Context: an optimization exercise on an open-source flow, tuned for small area, a short achievable clock period and few clock cycles. The choices shown serve that exercise and are no tape-out recipe.
For this run, only the layout was checked, not whether the RTL still works.
No activity file was given, so power comes from the tool's default toggle rates.

`design/flow/config.mk`:
```
export PLATFORM = sky130hd
export DESIGN_NAME = conv_engine
export DESIGN_NICKNAME = conv_engine
export VERILOG_FILES = /design/flow/design.v
export SDC_FILE = /design/flow/constraint.sdc
export NUM_CORES = 4
export LEC_CHECK = 0
export CAP_MARGIN = 20
export CORE_MARGIN = 2
export CORE_UTILIZATION = 40
export SLEW_MARGIN = 20
export SYNTH_HIERARCHICAL = 1
```
`design/flow/standard.sh`:
```
#!/bin/bash
# synth_recipe.tcl (not shown) runs the flow's synth.tcl, then flattens the netlist and writes it again
# the make line also repeats each setting of config.mk as NAME=value (left out here)
make -C /OpenROAD-flow-scripts/flow DESIGN_CONFIG=/design/flow/config.mk WORK_HOME=/design/flow/orfs CLKGATE_MAP_FILE= SYNTH_SCRIPT=/design/flow/synth_recipe.tcl "${@:-finish}"
```
`design/flow/flow/run.sh`:
```
#!/bin/bash
set -uo pipefail
MARGIN=$(cat flow/margin 2>/dev/null || echo 7)
bash standard.sh "SETUP_SLACK_MARGIN=$MARGIN" \
    "BUFFER_PORTS_ARGS=-buffer_cell sky130_fd_sc_hd__buf_1" finish > run_make.log 2>&1
status=$?
tail -5 run_make.log
exit $status
```
`design/flow/design.v`:
```
module conv_engine(
    input         clk,
    input         reset,
    input         en_ctrl,
    output [15:0] s_addr,
    output [15:0] w_addr,
    output [15:0] b_addr,
    input  [7:0]  signal,
    input  [7:0]  weight,
    input  [7:0]  bias,
    output [15:0] save_addr,
    output [7:0]  convout,
    output        en_write,
    output        finish
);
    reg        go;           
    reg        done;         
    reg        stall;        
    reg [11:0] sa, wa;       
    reg [2:0]  j;            
    reg [1:0]  c;            
    reg [2:0]  r;            
    reg        inb;          
    reg        jend, rend;   
    reg [4:0]  o, y;         
    reg [3:0]  xp;
    reg        last_out;     
    reg p0, p15, ya, yb, y01;    
    wire [2:0] jpen = (p0 | p15) ? 3'd2 : 3'd4;
    wire [2:0] rpen = ya ? 3'd1 : yb ? 3'd2 : 3'd3;
    wire cend = (c == 2'd2);
    wire last_pos = p15 & ya & ~y01;
    wire adv = go & ~done & ~stall;
    wire hold = ~inb & jend & cend & rend;
    wire inb_n  = adv ? hold : inb;
    wire jend_n = adv ? (~inb & (~jend ? (j == jpen) : (cend & rend))) : jend;
    wire cend_n = adv ? (~inb & (~jend ? cend : ~cend ? (c == 2'd1) : ~rend ? 1'b0 : 1'b1)) : cend;
    wire rend_n = adv ? (~inb & ((jend & cend & ~rend) ? (r == rpen) : rend)) : rend;
    wire last_out_n = w2 ? (o == 5'd30) : last_out;
    wire stall_n = (w2 & last_out) ? 1'b0 : (adv & inb & last_out) ? 1'b1 : stall;
    wire done_n = done | (adv & inb & last_out & last_pos);
    wire adv_n = en_ctrl & ~done_n & ~stall_n;
    reg a_inc, a_ch, a_row, a_back, a_pos;
    always @(posedge clk) begin
        if (reset) begin
            a_inc <= 1'b0;
            a_ch <= 1'b0;
            a_row <= 1'b0;
            a_back <= 1'b0;
            a_pos <= 1'b0;
        end else begin
            a_inc <= adv_n & ~inb_n & ~jend_n;
            a_ch <= adv_n & ~inb_n & jend_n & ~cend_n;
            a_row <= adv_n & ~inb_n & jend_n & cend_n & ~rend_n;
            a_back <= adv_n & inb_n & ~last_out_n;
            a_pos <= adv_n & inb_n & last_out_n;
        end
    end
    wire [11:0] ds, dw;
    assign ds = ({12{a_inc & (~p0 & ~p15)}} & 12'd3)
        | ({12{a_inc & (p0)}} & 12'd4093)
        | ({12{a_inc & (p15)}} & 12'd3)
        | ({12{a_ch & (~p0 & ~p15)}} & 12'd4082)
        | ({12{a_ch & (p0)}} & 12'd10)
        | ({12{a_ch & (p15)}} & 12'd4088)
        | ({12{a_row & (~p0 & ~p15)}} & 12'd79)
        | ({12{a_row & (p0)}} & 12'd103)
        | ({12{a_row & (p15)}} & 12'd85)
        | ({12{a_back & (~p0 & ~p15) & (ya)}} & 12'd3887)
        | ({12{a_back & (~p0 & ~p15) & (yb)}} & 12'd3791)
        | ({12{a_back & (~p0 & ~p15) & (~ya & ~yb)}} & 12'd3695)
        | ({12{a_back & (p0) & (ya)}} & 12'd3911)
        | ({12{a_back & (p0) & (yb)}} & 12'd3815)
        | ({12{a_back & (p0) & (~ya & ~yb)}} & 12'd3719)
        | ({12{a_back & (p15) & (ya)}} & 12'd3893)
        | ({12{a_back & (p15) & (yb)}} & 12'd3797)
        | ({12{a_back & (p15) & (~ya & ~yb)}} & 12'd3701)
        | ({12{a_pos & (~p0 & ~p15) & (ya)}} & 12'd3893)
        | ({12{a_pos & (~p0 & ~p15) & (yb)}} & 12'd3797)
        | ({12{a_pos & (~p0 & ~p15) & (~ya & ~yb)}} & 12'd3701)
        | ({12{a_pos & (p0) & (ya)}} & 12'd3902)
        | ({12{a_pos & (p0) & (yb)}} & 12'd3806)
        | ({12{a_pos & (p0) & (~ya & ~yb)}} & 12'd3710)
        | ({12{a_pos & (p15) & (~ya & ~yb)}} & 12'd3722)
        | ({12{a_pos & (p15) & (ya & y01)}} & 12'd3818)
        | ({12{a_pos & (p15) & (yb & y01)}} & 12'd3722)
        | ({12{a_pos & (p15) & (yb & ~y01)}} & 12'd3818);
    assign dw = ({12{a_inc & (~p0 & ~p15)}} & 12'd3)
        | ({12{a_inc & (p0)}} & 12'd4093)
        | ({12{a_inc & (p15)}} & 12'd3)
        | ({12{a_ch & (~p0 & ~p15)}} & 12'd4082)
        | ({12{a_ch & (p0)}} & 12'd10)
        | ({12{a_ch & (p15)}} & 12'd4088)
        | ({12{a_row & (~p0 & ~p15)}} & 12'd4094)
        | ({12{a_row & (p0)}} & 12'd22)
        | ({12{a_row & (p15)}} & 12'd4)
        | ({12{a_back & (~p0 & ~p15) & (ya)}} & 12'd28)
        | ({12{a_back & (~p0 & ~p15) & (yb)}} & 12'd13)
        | ({12{a_back & (~p0 & ~p15) & (~ya & ~yb)}} & 12'd4094)
        | ({12{a_back & (p0) & (ya)}} & 12'd52)
        | ({12{a_back & (p0) & (yb)}} & 12'd37)
        | ({12{a_back & (p0) & (~ya & ~yb)}} & 12'd22)
        | ({12{a_back & (p15) & (ya)}} & 12'd34)
        | ({12{a_back & (p15) & (yb)}} & 12'd19)
        | ({12{a_back & (p15) & (~ya & ~yb)}} & 12'd4)
        | ({12{a_pos & (~p0 & ~p15) & (ya)}} & 12'd1724)
        | ({12{a_pos & (~p0 & ~p15) & (yb)}} & 12'd1709)
        | ({12{a_pos & (~p0 & ~p15) & (~ya & ~yb)}} & 12'd1694)
        | ({12{a_pos & (p0) & (ya)}} & 12'd1736)
        | ({12{a_pos & (p0) & (yb)}} & 12'd1721)
        | ({12{a_pos & (p0) & (~ya & ~yb)}} & 12'd1706)
        | ({12{a_pos & (p15) & (~ya & ~yb)}} & 12'd1712)
        | ({12{a_pos & (p15) & (ya & y01)}} & 12'd1727)
        | ({12{a_pos & (p15) & (yb & y01)}} & 12'd1712)
        | ({12{a_pos & (p15) & (yb & ~y01)}} & 12'd1727);
    reg first1, b1, ga1, gb1;
    reg first2, b2, first3, b3, b4, wr_en, w2, lsb, fin;
    always @(posedge clk) begin
        if (reset) begin
            go <= 1'b0;
            done <= 1'b0;
            stall <= 1'b0;
            sa <= 12'd9;
            wa <= 12'd42;
            j <= 3'd0;
            c <= 2'd0;
            r <= 3'd0;
            inb <= 1'b0;
            jend <= 1'b0;
            rend <= 1'b0;
        end else begin
            go <= en_ctrl;
            sa <= sa + ds;
            wa <= wa + dw;
            if (adv) begin
                if (inb) begin
                    inb <= 1'b0;
                    j <= 3'd0;
                    c <= 2'd0;
                    r <= 3'd0;
                    jend <= 1'b0;
                    rend <= 1'b0;
                    if (last_out) begin
                        stall <= 1'b1;
                        if (last_pos) done <= 1'b1;
                    end
                end else if (~jend) begin
                    j <= j + 3'd1;
                    jend <= (j == jpen);
                end else if (~cend) begin
                    j <= 3'd0;
                    c <= c + 2'd1;
                    jend <= 1'b0;
                end else if (~rend) begin
                    j <= 3'd0;
                    c <= 2'd0;
                    r <= r + 3'd1;
                    jend <= 1'b0;
                    rend <= (r == rpen);
                end else begin
                    inb <= 1'b1;
                end
            end
            if (w2 & last_out) stall <= 1'b0;
        end
    end
    always @(posedge clk) begin
        if (reset) begin
            o <= 5'd0;
            xp <= 4'd0;
            y <= 5'd0;
            p0 <= 1'b1;
            p15 <= 1'b0;
            ya <= 1'b1;
            yb <= 1'b0;
            y01 <= 1'b1;
            last_out <= 1'b0;
        end else if (w2) begin
            o <= o + 5'd1;
            last_out <= (o == 5'd30);
            if (last_out) begin
                xp <= xp + 4'd1;
                p0 <= p15;
                p15 <= (xp == 4'd14);
                if (p15) begin
                    y <= y + 5'd1;
                    ya <= (y == 5'd30);
                    yb <= (y == 5'd0) | (y == 5'd29);
                    y01 <= (y == 5'd0);
                end
            end
        end
    end
    always @(posedge clk) begin
        if (reset) begin
            first1 <= 1'b0;
            b1 <= 1'b0;
            ga1 <= 1'b0;
            gb1 <= 1'b1;
            first2 <= 1'b0;
            b2 <= 1'b0;
            first3 <= 1'b0;
            b3 <= 1'b0;
            b4 <= 1'b0;
            wr_en <= 1'b0;
            w2 <= 1'b0;
            lsb <= 1'b0;
            fin <= 1'b0;
        end else begin
            first1 <= adv & ~inb & (j == 3'd0) & (c == 2'd0) & (r == 3'd0);
            b1 <= adv & inb;
            ga1 <= jend & ~p15 & ~p0;
            gb1 <= ~adv | inb | (j == 3'd0);
            first2 <= first1;
            b2 <= b1;
            first3 <= first2;
            b3 <= b2;
            b4 <= b3;
            wr_en <= b3 | b4;
            w2 <= b4;
            lsb <= p0 ? b3 : b4;
            if (b4 & last_out & last_pos) fin <= 1'b1;
        end
    end
    reg  [7:0]  sr;               
    reg  [3:0]  onea, twoa, nega;    
    reg  [3:0]  oneb, twob, negb;    
    wire [7:0]  wd = b1 ? 8'd64 : ga1 ? 8'd0 : weight;
    always @(posedge clk) begin
        sr <= b1 ? bias : signal;
        onea <= {wd[6] ^ wd[5], wd[4] ^ wd[3], wd[2] ^ wd[1], wd[0]};
        twoa <= {(wd[7] & ~wd[6] & ~wd[5]) | (~wd[7] & wd[6] & wd[5]),
                 (wd[5] & ~wd[4] & ~wd[3]) | (~wd[5] & wd[4] & wd[3]),
                 (wd[3] & ~wd[2] & ~wd[1]) | (~wd[3] & wd[2] & wd[1]),
                 (wd[1] & ~wd[0])};
        nega <= {wd[7], wd[5], wd[3], wd[1]};
        oneb <= b1 ? 4'b1000 : gb1 ? 4'b0000 : onea;
        twob <= (b1 | gb1) ? 4'b0000 : twoa;
        negb <= (b1 | gb1) ? 4'b0000 : nega;
    end
    wire [9:0]  sx = {{2{sr[7]}}, sr};
    wire [10:0] sx2 = {sx, 1'b0};
    wire [8:0] ea0;
    assign ea0[0] = ((onea[0] & sx[0]) | (twoa[0] & sx2[0])) ^ nega[0];
    assign ea0[1] = ((onea[0] & sx[1]) | (twoa[0] & sx2[1])) ^ nega[0];
    assign ea0[2] = ((onea[0] & sx[2]) | (twoa[0] & sx2[2])) ^ nega[0];
    assign ea0[3] = ((onea[0] & sx[3]) | (twoa[0] & sx2[3])) ^ nega[0];
    assign ea0[4] = ((onea[0] & sx[4]) | (twoa[0] & sx2[4])) ^ nega[0];
    assign ea0[5] = ((onea[0] & sx[5]) | (twoa[0] & sx2[5])) ^ nega[0];
    assign ea0[6] = ((onea[0] & sx[6]) | (twoa[0] & sx2[6])) ^ nega[0];
    assign ea0[7] = ((onea[0] & sx[7]) | (twoa[0] & sx2[7])) ^ nega[0];
    assign ea0[8] = ((onea[0] & sx[8]) | (twoa[0] & sx2[8])) ^ nega[0];
    wire [8:0] ea1;
    assign ea1[0] = ((onea[1] & sx[0]) | (twoa[1] & sx2[0])) ^ nega[1];
    assign ea1[1] = ((onea[1] & sx[1]) | (twoa[1] & sx2[1])) ^ nega[1];
    assign ea1[2] = ((onea[1] & sx[2]) | (twoa[1] & sx2[2])) ^ nega[1];
    assign ea1[3] = ((onea[1] & sx[3]) | (twoa[1] & sx2[3])) ^ nega[1];
    assign ea1[4] = ((onea[1] & sx[4]) | (twoa[1] & sx2[4])) ^ nega[1];
    assign ea1[5] = ((onea[1] & sx[5]) | (twoa[1] & sx2[5])) ^ nega[1];
    assign ea1[6] = ((onea[1] & sx[6]) | (twoa[1] & sx2[6])) ^ nega[1];
    assign ea1[7] = ((onea[1] & sx[7]) | (twoa[1] & sx2[7])) ^ nega[1];
    assign ea1[8] = ((onea[1] & sx[8]) | (twoa[1] & sx2[8])) ^ nega[1];
    wire [8:0] ea2;
    assign ea2[0] = ((onea[2] & sx[0]) | (twoa[2] & sx2[0])) ^ nega[2];
    assign ea2[1] = ((onea[2] & sx[1]) | (twoa[2] & sx2[1])) ^ nega[2];
    assign ea2[2] = ((onea[2] & sx[2]) | (twoa[2] & sx2[2])) ^ nega[2];
    assign ea2[3] = ((onea[2] & sx[3]) | (twoa[2] & sx2[3])) ^ nega[2];
    assign ea2[4] = ((onea[2] & sx[4]) | (twoa[2] & sx2[4])) ^ nega[2];
    assign ea2[5] = ((onea[2] & sx[5]) | (twoa[2] & sx2[5])) ^ nega[2];
    assign ea2[6] = ((onea[2] & sx[6]) | (twoa[2] & sx2[6])) ^ nega[2];
    assign ea2[7] = ((onea[2] & sx[7]) | (twoa[2] & sx2[7])) ^ nega[2];
    assign ea2[8] = ((onea[2] & sx[8]) | (twoa[2] & sx2[8])) ^ nega[2];
    wire [8:0] ea3;
    assign ea3[0] = ((onea[3] & sx[0]) | (twoa[3] & sx2[0])) ^ nega[3];
    assign ea3[1] = ((onea[3] & sx[1]) | (twoa[3] & sx2[1])) ^ nega[3];
    assign ea3[2] = ((onea[3] & sx[2]) | (twoa[3] & sx2[2])) ^ nega[3];
    assign ea3[3] = ((onea[3] & sx[3]) | (twoa[3] & sx2[3])) ^ nega[3];
    assign ea3[4] = ((onea[3] & sx[4]) | (twoa[3] & sx2[4])) ^ nega[3];
    assign ea3[5] = ((onea[3] & sx[5]) | (twoa[3] & sx2[5])) ^ nega[3];
    assign ea3[6] = ((onea[3] & sx[6]) | (twoa[3] & sx2[6])) ^ nega[3];
    assign ea3[7] = ((onea[3] & sx[7]) | (twoa[3] & sx2[7])) ^ nega[3];
    assign ea3[8] = ((onea[3] & sx[8]) | (twoa[3] & sx2[8])) ^ nega[3];
    reg  [17:0] Sa, Ca;
    wire [17:0] Sag = first2 ? 18'd0 : Sa;
    wire [17:0] Cag = first2 ? 18'd0 : Ca;
    wire fas0, fac0;
    conv_fa u_fas0 (.a(nega[0]), .b(Sag[0]), .c(Cag[0]), .s(fas0), .co(fac0));
    wire fas1, fac1;
    conv_fa u_fas1 (.a(Sag[1]), .b(Cag[1]), .c(ea0[1]), .s(fas1), .co(fac1));
    wire fas2, fac2;
    conv_fa u_fas2 (.a(nega[1]), .b(Sag[2]), .c(Cag[2]), .s(fas2), .co(fac2));
    wire fas3, fac3;
    conv_fa u_fas3 (.a(ea0[2]), .b(ea1[0]), .c(fas2), .s(fas3), .co(fac3));
    wire fas4, fac4;
    conv_fa u_fas4 (.a(Sag[3]), .b(Cag[3]), .c(ea0[3]), .s(fas4), .co(fac4));
    wire fas5, fac5;
    conv_fa u_fas5 (.a(ea1[1]), .b(fac2), .c(fas4), .s(fas5), .co(fac5));
    wire fas6, fac6;
    conv_fa u_fas6 (.a(nega[2]), .b(Sag[4]), .c(Cag[4]), .s(fas6), .co(fac6));
    wire fas7, fac7;
    conv_fa u_fas7 (.a(ea0[4]), .b(ea1[2]), .c(ea2[0]), .s(fas7), .co(fac7));
    wire fas8, fac8;
    conv_fa u_fas8 (.a(fas6), .b(fac4), .c(fas7), .s(fas8), .co(fac8));
    wire fas9, fac9;
    conv_fa u_fas9 (.a(Sag[5]), .b(Cag[5]), .c(ea0[5]), .s(fas9), .co(fac9));
    wire fas10, fac10;
    conv_fa u_fas10 (.a(ea1[3]), .b(ea2[1]), .c(fac6), .s(fas10), .co(fac10));
    wire fas11, fac11;
    conv_fa u_fas11 (.a(fac7), .b(fas9), .c(fas10), .s(fas11), .co(fac11));
    wire fas12, fac12;
    conv_fa u_fas12 (.a(nega[3]), .b(Sag[6]), .c(Cag[6]), .s(fas12), .co(fac12));
    wire fas13, fac13;
    conv_fa u_fas13 (.a(ea0[6]), .b(ea1[4]), .c(ea2[2]), .s(fas13), .co(fac13));
    wire fas14, fac14;
    conv_fa u_fas14 (.a(ea3[0]), .b(fas12), .c(fac9), .s(fas14), .co(fac14));
    wire fas15, fac15;
    conv_fa u_fas15 (.a(fas13), .b(fac10), .c(fas14), .s(fas15), .co(fac15));
    wire fas16, fac16;
    conv_fa u_fas16 (.a(Sag[7]), .b(Cag[7]), .c(ea0[7]), .s(fas16), .co(fac16));
    wire fas17, fac17;
    conv_fa u_fas17 (.a(ea1[5]), .b(ea2[3]), .c(ea3[1]), .s(fas17), .co(fac17));
    wire fas18, fac18;
    conv_fa u_fas18 (.a(fac12), .b(fac13), .c(fas16), .s(fas18), .co(fac18));
    wire fas19, fac19;
    conv_fa u_fas19 (.a(fas17), .b(fac14), .c(fas18), .s(fas19), .co(fac19));
    wire fas20 = ~(Sag[8] ^ Cag[8]);
    wire fac20 = Sag[8] | Cag[8];
    wire fas21, fac21;
    conv_fa u_fas21 (.a(~ea0[8]), .b(ea1[6]), .c(ea2[4]), .s(fas21), .co(fac21));
    wire fas22, fac22;
    conv_fa u_fas22 (.a(ea3[2]), .b(fas20), .c(fac16), .s(fas22), .co(fac22));
    wire fas23, fac23;
    conv_fa u_fas23 (.a(fac17), .b(fas21), .c(fac18), .s(fas23), .co(fac23));
    wire fas24, fac24;
    conv_fa u_fas24 (.a(fas22), .b(fac19), .c(fas23), .s(fas24), .co(fac24));
    wire fas25 = ~(Sag[9] ^ Cag[9]);
    wire fac25 = Sag[9] | Cag[9];
    wire fas26, fac26;
    conv_fa u_fas26 (.a(ea1[7]), .b(ea2[5]), .c(ea3[3]), .s(fas26), .co(fac26));
    wire fas27, fac27;
    conv_fa u_fas27 (.a(fac20), .b(fas25), .c(fac21), .s(fas27), .co(fac27));
    wire fas28, fac28;
    conv_fa u_fas28 (.a(fas26), .b(fac22), .c(fas27), .s(fas28), .co(fac28));
    wire fas29 = fac23 ^ fas28;
    wire fac29 = fac23 & fas28;
    wire fas30, fac30;
    conv_fa u_fas30 (.a(Sag[10]), .b(Cag[10]), .c(~ea1[8]), .s(fas30), .co(fac30));
    wire fas31, fac31;
    conv_fa u_fas31 (.a(ea2[6]), .b(ea3[4]), .c(fac25), .s(fas31), .co(fac31));
    wire fas32, fac32;
    conv_fa u_fas32 (.a(fac26), .b(fas30), .c(fas31), .s(fas32), .co(fac32));
    wire fas33, fac33;
    conv_fa u_fas33 (.a(fac27), .b(fas32), .c(fac28), .s(fas33), .co(fac33));
    wire fas34 = ~(Sag[11] ^ Cag[11]);
    wire fac34 = Sag[11] | Cag[11];
    wire fas35, fac35;
    conv_fa u_fas35 (.a(ea2[7]), .b(ea3[5]), .c(fas34), .s(fas35), .co(fac35));
    wire fas36, fac36;
    conv_fa u_fas36 (.a(fac30), .b(fac31), .c(fas35), .s(fas36), .co(fac36));
    wire fas37 = fac32 ^ fas36;
    wire fac37 = fac32 & fas36;
    wire fas38, fac38;
    conv_fa u_fas38 (.a(Sag[12]), .b(Cag[12]), .c(~ea2[8]), .s(fas38), .co(fac38));
    wire fas39, fac39;
    conv_fa u_fas39 (.a(ea3[6]), .b(fac34), .c(fas38), .s(fas39), .co(fac39));
    wire fas40, fac40;
    conv_fa u_fas40 (.a(fac35), .b(fas39), .c(fac36), .s(fas40), .co(fac40));
    wire fas41 = ~(Sag[13] ^ Cag[13]);
    wire fac41 = Sag[13] | Cag[13];
    wire fas42, fac42;
    conv_fa u_fas42 (.a(ea3[7]), .b(fas41), .c(fac38), .s(fas42), .co(fac42));
    wire fas43, fac43;
    conv_fa u_fas43 (.a(fac39), .b(fas42), .c(fac40), .s(fas43), .co(fac43));
    wire fas44, fac44;
    conv_fa u_fas44 (.a(Sag[14]), .b(Cag[14]), .c(~ea3[8]), .s(fas44), .co(fac44));
    wire fas45, fac45;
    conv_fa u_fas45 (.a(fac41), .b(fas44), .c(fac42), .s(fas45), .co(fac45));
    wire fas46 = ~(Sag[15] ^ Cag[15]);
    wire fac46 = Sag[15] | Cag[15];
    wire fas47, fac47;
    conv_fa u_fas47 (.a(fas46), .b(fac44), .c(fac45), .s(fas47), .co(fac47));
    wire fas48 = ~(Sag[16] ^ Cag[16]);
    wire fac48 = Sag[16] | Cag[16];
    wire fas49, fac49;
    conv_fa u_fas49 (.a(fac46), .b(fas48), .c(fac47), .s(fas49), .co(fac49));
    wire fas50 = ~(Sag[17] ^ Cag[17]);
    wire fac50 = Sag[17] | Cag[17];
    wire fas51 = fac48 ^ fas50;
    wire fac51 = fac48 & fas50;
    always @(posedge clk) begin
        Sa <= {fac49, fas49, fas47, fac43, fas43, fac37, fac33, fac29, fac24, fas24, fac15, fac11, fac8, fac5, fac3, fac1, fac0, ea0[0]};
        Ca <= {fas51, 1'b0, 1'b0, fas45, 1'b0, fas40, fas37, fas33, fas29, 1'b0, fas19, fas15, fas11, fas8, fas5, fas3, fas1, fas0};
    end
    wire [8:0] eb0;
    assign eb0[0] = ((oneb[0] & sx[0]) | (twob[0] & sx2[0])) ^ negb[0];
    assign eb0[1] = ((oneb[0] & sx[1]) | (twob[0] & sx2[1])) ^ negb[0];
    assign eb0[2] = ((oneb[0] & sx[2]) | (twob[0] & sx2[2])) ^ negb[0];
    assign eb0[3] = ((oneb[0] & sx[3]) | (twob[0] & sx2[3])) ^ negb[0];
    assign eb0[4] = ((oneb[0] & sx[4]) | (twob[0] & sx2[4])) ^ negb[0];
    assign eb0[5] = ((oneb[0] & sx[5]) | (twob[0] & sx2[5])) ^ negb[0];
    assign eb0[6] = ((oneb[0] & sx[6]) | (twob[0] & sx2[6])) ^ negb[0];
    assign eb0[7] = ((oneb[0] & sx[7]) | (twob[0] & sx2[7])) ^ negb[0];
    assign eb0[8] = ((oneb[0] & sx[8]) | (twob[0] & sx2[8])) ^ negb[0];
    wire [8:0] eb1;
    assign eb1[0] = ((oneb[1] & sx[0]) | (twob[1] & sx2[0])) ^ negb[1];
    assign eb1[1] = ((oneb[1] & sx[1]) | (twob[1] & sx2[1])) ^ negb[1];
    assign eb1[2] = ((oneb[1] & sx[2]) | (twob[1] & sx2[2])) ^ negb[1];
    assign eb1[3] = ((oneb[1] & sx[3]) | (twob[1] & sx2[3])) ^ negb[1];
    assign eb1[4] = ((oneb[1] & sx[4]) | (twob[1] & sx2[4])) ^ negb[1];
    assign eb1[5] = ((oneb[1] & sx[5]) | (twob[1] & sx2[5])) ^ negb[1];
    assign eb1[6] = ((oneb[1] & sx[6]) | (twob[1] & sx2[6])) ^ negb[1];
    assign eb1[7] = ((oneb[1] & sx[7]) | (twob[1] & sx2[7])) ^ negb[1];
    assign eb1[8] = ((oneb[1] & sx[8]) | (twob[1] & sx2[8])) ^ negb[1];
    wire [8:0] eb2;
    assign eb2[0] = ((oneb[2] & sx[0]) | (twob[2] & sx2[0])) ^ negb[2];
    assign eb2[1] = ((oneb[2] & sx[1]) | (twob[2] & sx2[1])) ^ negb[2];
    assign eb2[2] = ((oneb[2] & sx[2]) | (twob[2] & sx2[2])) ^ negb[2];
    assign eb2[3] = ((oneb[2] & sx[3]) | (twob[2] & sx2[3])) ^ negb[2];
    assign eb2[4] = ((oneb[2] & sx[4]) | (twob[2] & sx2[4])) ^ negb[2];
    assign eb2[5] = ((oneb[2] & sx[5]) | (twob[2] & sx2[5])) ^ negb[2];
    assign eb2[6] = ((oneb[2] & sx[6]) | (twob[2] & sx2[6])) ^ negb[2];
    assign eb2[7] = ((oneb[2] & sx[7]) | (twob[2] & sx2[7])) ^ negb[2];
    assign eb2[8] = ((oneb[2] & sx[8]) | (twob[2] & sx2[8])) ^ negb[2];
    wire [8:0] eb3;
    assign eb3[0] = ((oneb[3] & sx[0]) | (twob[3] & sx2[0])) ^ negb[3];
    assign eb3[1] = ((oneb[3] & sx[1]) | (twob[3] & sx2[1])) ^ negb[3];
    assign eb3[2] = ((oneb[3] & sx[2]) | (twob[3] & sx2[2])) ^ negb[3];
    assign eb3[3] = ((oneb[3] & sx[3]) | (twob[3] & sx2[3])) ^ negb[3];
    assign eb3[4] = ((oneb[3] & sx[4]) | (twob[3] & sx2[4])) ^ negb[3];
    assign eb3[5] = ((oneb[3] & sx[5]) | (twob[3] & sx2[5])) ^ negb[3];
    assign eb3[6] = ((oneb[3] & sx[6]) | (twob[3] & sx2[6])) ^ negb[3];
    assign eb3[7] = ((oneb[3] & sx[7]) | (twob[3] & sx2[7])) ^ negb[3];
    assign eb3[8] = ((oneb[3] & sx[8]) | (twob[3] & sx2[8])) ^ negb[3];
    reg  [17:0] Sb, Cb;
    wire [17:0] Sbg = first3 ? 18'd0 : Sb;
    wire [17:0] Cbg = first3 ? 18'd0 : Cb;
    wire fbs0, fbc0;
    conv_fa u_fbs0 (.a(negb[0]), .b(Sbg[0]), .c(Cbg[0]), .s(fbs0), .co(fbc0));
    wire fbs1, fbc1;
    conv_fa u_fbs1 (.a(Sbg[1]), .b(Cbg[1]), .c(eb0[1]), .s(fbs1), .co(fbc1));
    wire fbs2, fbc2;
    conv_fa u_fbs2 (.a(negb[1]), .b(Sbg[2]), .c(Cbg[2]), .s(fbs2), .co(fbc2));
    wire fbs3, fbc3;
    conv_fa u_fbs3 (.a(eb0[2]), .b(eb1[0]), .c(fbs2), .s(fbs3), .co(fbc3));
    wire fbs4, fbc4;
    conv_fa u_fbs4 (.a(Sbg[3]), .b(Cbg[3]), .c(eb0[3]), .s(fbs4), .co(fbc4));
    wire fbs5, fbc5;
    conv_fa u_fbs5 (.a(eb1[1]), .b(fbc2), .c(fbs4), .s(fbs5), .co(fbc5));
    wire fbs6, fbc6;
    conv_fa u_fbs6 (.a(negb[2]), .b(Sbg[4]), .c(Cbg[4]), .s(fbs6), .co(fbc6));
    wire fbs7, fbc7;
    conv_fa u_fbs7 (.a(eb0[4]), .b(eb1[2]), .c(eb2[0]), .s(fbs7), .co(fbc7));
    wire fbs8, fbc8;
    conv_fa u_fbs8 (.a(fbs6), .b(fbc4), .c(fbs7), .s(fbs8), .co(fbc8));
    wire fbs9, fbc9;
    conv_fa u_fbs9 (.a(Sbg[5]), .b(Cbg[5]), .c(eb0[5]), .s(fbs9), .co(fbc9));
    wire fbs10, fbc10;
    conv_fa u_fbs10 (.a(eb1[3]), .b(eb2[1]), .c(fbc6), .s(fbs10), .co(fbc10));
    wire fbs11, fbc11;
    conv_fa u_fbs11 (.a(fbc7), .b(fbs9), .c(fbs10), .s(fbs11), .co(fbc11));
    wire fbs12, fbc12;
    conv_fa u_fbs12 (.a(negb[3]), .b(Sbg[6]), .c(Cbg[6]), .s(fbs12), .co(fbc12));
    wire fbs13, fbc13;
    conv_fa u_fbs13 (.a(eb0[6]), .b(eb1[4]), .c(eb2[2]), .s(fbs13), .co(fbc13));
    wire fbs14, fbc14;
    conv_fa u_fbs14 (.a(eb3[0]), .b(fbs12), .c(fbc9), .s(fbs14), .co(fbc14));
    wire fbs15, fbc15;
    conv_fa u_fbs15 (.a(fbs13), .b(fbc10), .c(fbs14), .s(fbs15), .co(fbc15));
    wire fbs16, fbc16;
    conv_fa u_fbs16 (.a(Sbg[7]), .b(Cbg[7]), .c(eb0[7]), .s(fbs16), .co(fbc16));
    wire fbs17, fbc17;
    conv_fa u_fbs17 (.a(eb1[5]), .b(eb2[3]), .c(eb3[1]), .s(fbs17), .co(fbc17));
    wire fbs18, fbc18;
    conv_fa u_fbs18 (.a(fbc12), .b(fbc13), .c(fbs16), .s(fbs18), .co(fbc18));
    wire fbs19, fbc19;
    conv_fa u_fbs19 (.a(fbs17), .b(fbc14), .c(fbs18), .s(fbs19), .co(fbc19));
    wire fbs20 = ~(Sbg[8] ^ Cbg[8]);
    wire fbc20 = Sbg[8] | Cbg[8];
    wire fbs21, fbc21;
    conv_fa u_fbs21 (.a(~eb0[8]), .b(eb1[6]), .c(eb2[4]), .s(fbs21), .co(fbc21));
    wire fbs22, fbc22;
    conv_fa u_fbs22 (.a(eb3[2]), .b(fbs20), .c(fbc16), .s(fbs22), .co(fbc22));
    wire fbs23, fbc23;
    conv_fa u_fbs23 (.a(fbc17), .b(fbs21), .c(fbc18), .s(fbs23), .co(fbc23));
    wire fbs24, fbc24;
    conv_fa u_fbs24 (.a(fbs22), .b(fbc19), .c(fbs23), .s(fbs24), .co(fbc24));
    wire fbs25 = ~(Sbg[9] ^ Cbg[9]);
    wire fbc25 = Sbg[9] | Cbg[9];
    wire fbs26, fbc26;
    conv_fa u_fbs26 (.a(eb1[7]), .b(eb2[5]), .c(eb3[3]), .s(fbs26), .co(fbc26));
    wire fbs27, fbc27;
    conv_fa u_fbs27 (.a(fbc20), .b(fbs25), .c(fbc21), .s(fbs27), .co(fbc27));
    wire fbs28, fbc28;
    conv_fa u_fbs28 (.a(fbs26), .b(fbc22), .c(fbs27), .s(fbs28), .co(fbc28));
    wire fbs29 = fbc23 ^ fbs28;
    wire fbc29 = fbc23 & fbs28;
    wire fbs30, fbc30;
    conv_fa u_fbs30 (.a(Sbg[10]), .b(Cbg[10]), .c(~eb1[8]), .s(fbs30), .co(fbc30));
    wire fbs31, fbc31;
    conv_fa u_fbs31 (.a(eb2[6]), .b(eb3[4]), .c(fbc25), .s(fbs31), .co(fbc31));
    wire fbs32, fbc32;
    conv_fa u_fbs32 (.a(fbc26), .b(fbs30), .c(fbs31), .s(fbs32), .co(fbc32));
    wire fbs33, fbc33;
    conv_fa u_fbs33 (.a(fbc27), .b(fbs32), .c(fbc28), .s(fbs33), .co(fbc33));
    wire fbs34 = ~(Sbg[11] ^ Cbg[11]);
    wire fbc34 = Sbg[11] | Cbg[11];
    wire fbs35, fbc35;
    conv_fa u_fbs35 (.a(eb2[7]), .b(eb3[5]), .c(fbs34), .s(fbs35), .co(fbc35));
    wire fbs36, fbc36;
    conv_fa u_fbs36 (.a(fbc30), .b(fbc31), .c(fbs35), .s(fbs36), .co(fbc36));
    wire fbs37 = fbc32 ^ fbs36;
    wire fbc37 = fbc32 & fbs36;
    wire fbs38, fbc38;
    conv_fa u_fbs38 (.a(Sbg[12]), .b(Cbg[12]), .c(~eb2[8]), .s(fbs38), .co(fbc38));
    wire fbs39, fbc39;
    conv_fa u_fbs39 (.a(eb3[6]), .b(fbc34), .c(fbs38), .s(fbs39), .co(fbc39));
    wire fbs40, fbc40;
    conv_fa u_fbs40 (.a(fbc35), .b(fbs39), .c(fbc36), .s(fbs40), .co(fbc40));
    wire fbs41 = ~(Sbg[13] ^ Cbg[13]);
    wire fbc41 = Sbg[13] | Cbg[13];
    wire fbs42, fbc42;
    conv_fa u_fbs42 (.a(eb3[7]), .b(fbs41), .c(fbc38), .s(fbs42), .co(fbc42));
    wire fbs43, fbc43;
    conv_fa u_fbs43 (.a(fbc39), .b(fbs42), .c(fbc40), .s(fbs43), .co(fbc43));
    wire fbs44, fbc44;
    conv_fa u_fbs44 (.a(Sbg[14]), .b(Cbg[14]), .c(~eb3[8]), .s(fbs44), .co(fbc44));
    wire fbs45, fbc45;
    conv_fa u_fbs45 (.a(fbc41), .b(fbs44), .c(fbc42), .s(fbs45), .co(fbc45));
    wire fbs46 = ~(Sbg[15] ^ Cbg[15]);
    wire fbc46 = Sbg[15] | Cbg[15];
    wire fbs47, fbc47;
    conv_fa u_fbs47 (.a(fbs46), .b(fbc44), .c(fbc45), .s(fbs47), .co(fbc47));
    wire fbs48 = ~(Sbg[16] ^ Cbg[16]);
    wire fbc48 = Sbg[16] | Cbg[16];
    wire fbs49, fbc49;
    conv_fa u_fbs49 (.a(fbc46), .b(fbs48), .c(fbc47), .s(fbs49), .co(fbc49));
    wire fbs50 = ~(Sbg[17] ^ Cbg[17]);
    wire fbc50 = Sbg[17] | Cbg[17];
    wire fbs51 = fbc48 ^ fbs50;
    wire fbc51 = fbc48 & fbs50;
    always @(posedge clk) begin
        Sb <= {fbc49, fbs49, fbs47, fbc43, fbs43, fbc37, fbc33, fbc29, fbc24, fbs24, fbc15, fbc11, fbc8, fbc5, fbc3, fbc1, fbc0, eb0[0]};
        Cb <= {fbs51, 1'b0, 1'b0, fbs45, 1'b0, fbs40, fbs37, fbs33, fbs29, 1'b0, fbs19, fbs15, fbs11, fbs8, fbs5, fbs3, fbs1, fbs0};
    end
    wire [17:0] acc = b3 ? (Sa + Ca) : (Sb + Cb);
    wire [8:0]  t = acc[17:9];
    reg  [7:0]  cout_r;
    always @(posedge clk)
        cout_r <= (t[8] != t[7]) ? {t[8], {7{~t[8]}}} : t[7:0];
    assign s_addr = {4'd0, sa};
    assign w_addr = {4'd0, wa};
    assign b_addr = {11'd0, o};
    assign save_addr = {1'b0, y, xp, lsb, o};
    assign convout = cout_r;
    assign en_write = wr_en;
    assign finish = fin;
endmodule
module conv_fa(input a, input b, input c, output s, output co);
    assign s = a ^ b ^ c;
    assign co = (a & b) | (a & c) | (b & c);
endmodule
```
`design/flow/flow/margin`:
```
7
```
`design/flow/constraint.sdc`:
```
create_clock -name core_clock -period 10.0 [get_ports {clk}]
set_input_delay 2.0000 -clock core_clock [delete_from_list [all_inputs] [get_ports {clk}]]
set_output_delay 2.0000 -clock core_clock [all_outputs]
set_load 0.01 [all_outputs]
```
==> notes.md <==
core region area 28470 µm²; nature of the critical path endpoint register; iteration-0 DRC count of the detailed router a little over 600; final WL ~26 mm; Worst setup startpoint p15; vias 8583; fraction of layout cells with a size suffix above 1 17.16%; CTS tree yes; sequential fraction of the synthesis area between 30% and 40%; fill count 2712; Final Max Tran Viols 0; pwr dens 233.0 nW/µm²; GRT Util Overall 17.84%; Yosys cell types 79; Net Sw Frac 38.16%; global-route wire length before repair 43.31 mm; synthesized cell area 11470 µm²; crit-path cells nor2b_4, and3_4, a31oi_4, o21a_1, nand3_2, ha_4, a21o_1, a21oi_2, nor2b_1, o21a_1, o41ai_4, o21ai_2, a31oi_1, mux2_2; EDFF count, synth 0; Final Wtd Congestion 0.8452; clock sinks 180; per-cell routed wire length 15.91 µm; slew margin rel. 52.08%; vias in the first global route 8460; DP Wirelength 18.11 mm; setup TNS 0 ps; largest net degree at the start of global routing roughly 70; Clk pwr share between 20% and 30%; IO buf count 80; skew final 15.23 ps; Slowest-stage cell, CP dfxtp_4; switching pwr 1.169 mW; crit-path max FO 6; clock root cell clkbuf_16; number of CTS-inserted buffers 17; Starting Density 40.30%; Final Util 46.18%; Worst Setup Slack, final 6864 ps; nets 1442; Max Clock Freq 0.3189 GHz; CP peak stage delay 380 ps; Flop pwr share 33.5%; Die Wd 173.4 µm; pin slew with the least headroom to its limit between 700 and 800 ps; Final Critical Period 3136 ps; GRT overflow 0; status timing/DRC/antenna clean; maximum vdd drop 99.54 µV; die height 173.4 µm; period utilization approximately a third; Post-synth top flop dfxtp_1; CP Launch Type register; Synth async-reset ratio 0%; RSZ-0062 raised after global routing true; Worst Hold Launch b2; #FFs+latches synth 180; # rows 62; DIE AREA 30050 µm²; post-route antenna net violation count 0; Clock Path Buffers 2; H-tree Lvls 4; reg-to-reg startpoint p15; Area Overhead vs Synth 14.58%; leading cell type in the layout, fill and taps excluded dfxtp_1; clock-pin slew on the worst setup and hold paths 70 ps; via/cell ratio 5.170; number of antenna cells inserted 0; Hold Violations, Final 0; Leak 5.439 nW; Synth Warn # 7; drt drc 0; Max-cap violations 0; Comb power frac 43.9%; later-pin clock latency in the skew report roughly 440 ps; initial antenna violation count 0; dpl cell area between 10000 and 15000 µm²; Final Cell Area 13150 µm²; most used cell along the critical path o21a_1; final setup vio count 0; crit path kind reg2reg; Post-Syn Area per Cell 9.553 µm²; HP Class reg2reg; leading cell types in the layout, fill and taps excluded dfxtp_1 (137), xnor2_1 (86), nor2_1 (85), fa_1 (85), nand2_1 (69); synthesized instance count between 1000 and 1500; P_int 1.894 mW; CP Data Required Time roughly 10000 ps; pre-CTS setup slack 6439 ps; drt pass-1 iters 5; # IOs 101; CP arrival 3470 ps
power groups by stage:
| stage | Sequential (mW) | Clock (mW) | Combinational [mW] |
|---|---|---|---|
| floorplan | 1.01 | 0 | 1.04 |
| global placement | 1.04 | 0 | 1.29 |
| detailed placement | 1.04 | 0 | 1.33 |
| CTS | 1.03 | 0.712 | 1.35 |
| global route | 1.05 | 0.740 | 1.59 |
| finish | 1.02 | 0.695 | 1.34 |
critical path, delay by kind of cell (launching register included):
kind	cells	cell delay (ps)
AND/OR/NAND/NOR	4	530
adder cells (fa/ha/maj)	1	260
flip-flops	1	380
AO/OA/AOI/OAI	8	1490
multiplexers	1	350
per-module statistics from Yosys, one instance, submodules excluded:
| module | area, µm² | copies in the design |
|---|---|---|
| conv_engine | 9792 | 1 |
| conv_fa | 20.02 | 84 |
per-layer routing:
metal  wire length, µm  global-route usage (%)  vias up
met1             11900                   23.19     4145
met2             12600                   29.88      248
li1                  -                       -     4151
met4               512                   5.932        0
met5                 0                       0        -
met3              1401                   3.377       39
flip-flops by register name, summed over array words and instances (netlist names), 4 cells and up:
| signal | count |
|---|---|
| Sa | 18 |
| Sb | 18 |
| Ca | 14 |
| Cb | 14 |
| sa | 12 |
| wa | 12 |
| cout_r | 8 |
| sr | 8 |
| o | 5 |
| y | 5 |
| nega | 4 |
| negb | 4 |
| onea | 4 |
| oneb | 4 |
| twoa | 4 |
| twob | 4 |
| xp | 4 |
cells in the mapped netlist, types with 32 or more instances:
| library cell | instances | area (µm²) |
|---|---|---|
| nor2b_1 | 67 | 419.2 |
| inv_1 | 37 | 138.9 |
| nor2_1 | 88 | 330.3 |
| ha_1 | 66 | 825.8 |
| a21oi_1 | 55 | 275.3 |
| dfxtp_1 | 180 | 3603 |
| clkbuf_1 | 68 | 255.2 |
| nand2b_1 | 32 | 200.2 |
| xor2_1 | 33 | 289.0 |
| a22oi_1 | 57 | 427.9 |
| nand2_1 | 74 | 277.8 |
| o21ai_0 | 37 | 185.2 |
| fa_1 | 86 | 1722 |
| xnor2_1 | 86 | 753.2 |
cell type report:
type	count	area, µm²	share of cell area, %
Timing Repair Buffer	125	693.2	5.273
Clock buffer	18	439.2	3.341
Clock inverter	14	157.7	1.199
Sequential cell	180	3707	28.20
Multi-Input combinational cell	901	7522	57.22
Inverter	38	146.4	1.114
Tap cell	384	480.5	3.655
path summary, 6_finish.rpt:
path,endpoint,slack [ps],cells after the start
hold reg to reg,b3,440,1
setup / recovery,wa[11],6860,14
hold / removal,b3,440,1
setup reg to reg,wa[11],6860,14
per-stage QoR:
step | hold slack [ps] | std cells | total power, mW
6_report | 441.1 | 1660 | 3.063
4_1_cts | 445.9 | 1641 | 3.091
3_3_place_gp | 419.7 | 1586 | 2.331
3_5_place_dp | 428.7 | 1586 | 2.375
2_1_floorplan | 413.8 | 1220 | 2.045
5_1_grt | 471.8 | 1660 | 3.377
timing repair:
item | 4_1_cts | 5_1_grt
buffers inserted | 23 | 19
hold buffers | 0 | 0
pin swaps | 8 | 29
gates resized for setup | 69 | 71
setup endpoints to repair | 50 | 42
cells by family (layout without fill, tap and decap cells):
family,count (synthesis),after routing,share of synthesized area [%]
other,1,20,0.03268
AOI/OAI and AO/OA,236,236,14.28
and+or+nand+nor,360,360,16.16
adders and majority gates,152,152,22.20
muxes,13,13,1.276
buffers and inverters,139,195,5.420
DFF,180,180,31.41
xor gates and xnor gates,120,120,9.226

-- separate check: timing with driven ports --
In the flow no input, the clock included, has a driving cell. The finished layout below was timed again as built, in two steps.
Step 1, drivers: a clkbuf_16 drives clk and a buf_2 each remaining input, both assumed.
Step 2 moves the port delays by t, midway between the first and last clock arrival at a register: inputs arrive t later, outputs are due t later. That takes back most of the time a late clock gives input paths.
Three values: no drivers, after step 1, after step 2; two values: the first two.
t (ns): 0.486
setup WS [ns]: 6.864 / 6.864 / 6.773
worst setup path at the end: input to register
cell pins on the clock port's net: 1
After both steps this run still meets setup and hold. For this run, drivers alone change the setup slack by 0.000 ns; drivers and shift together by -0.091 ns.
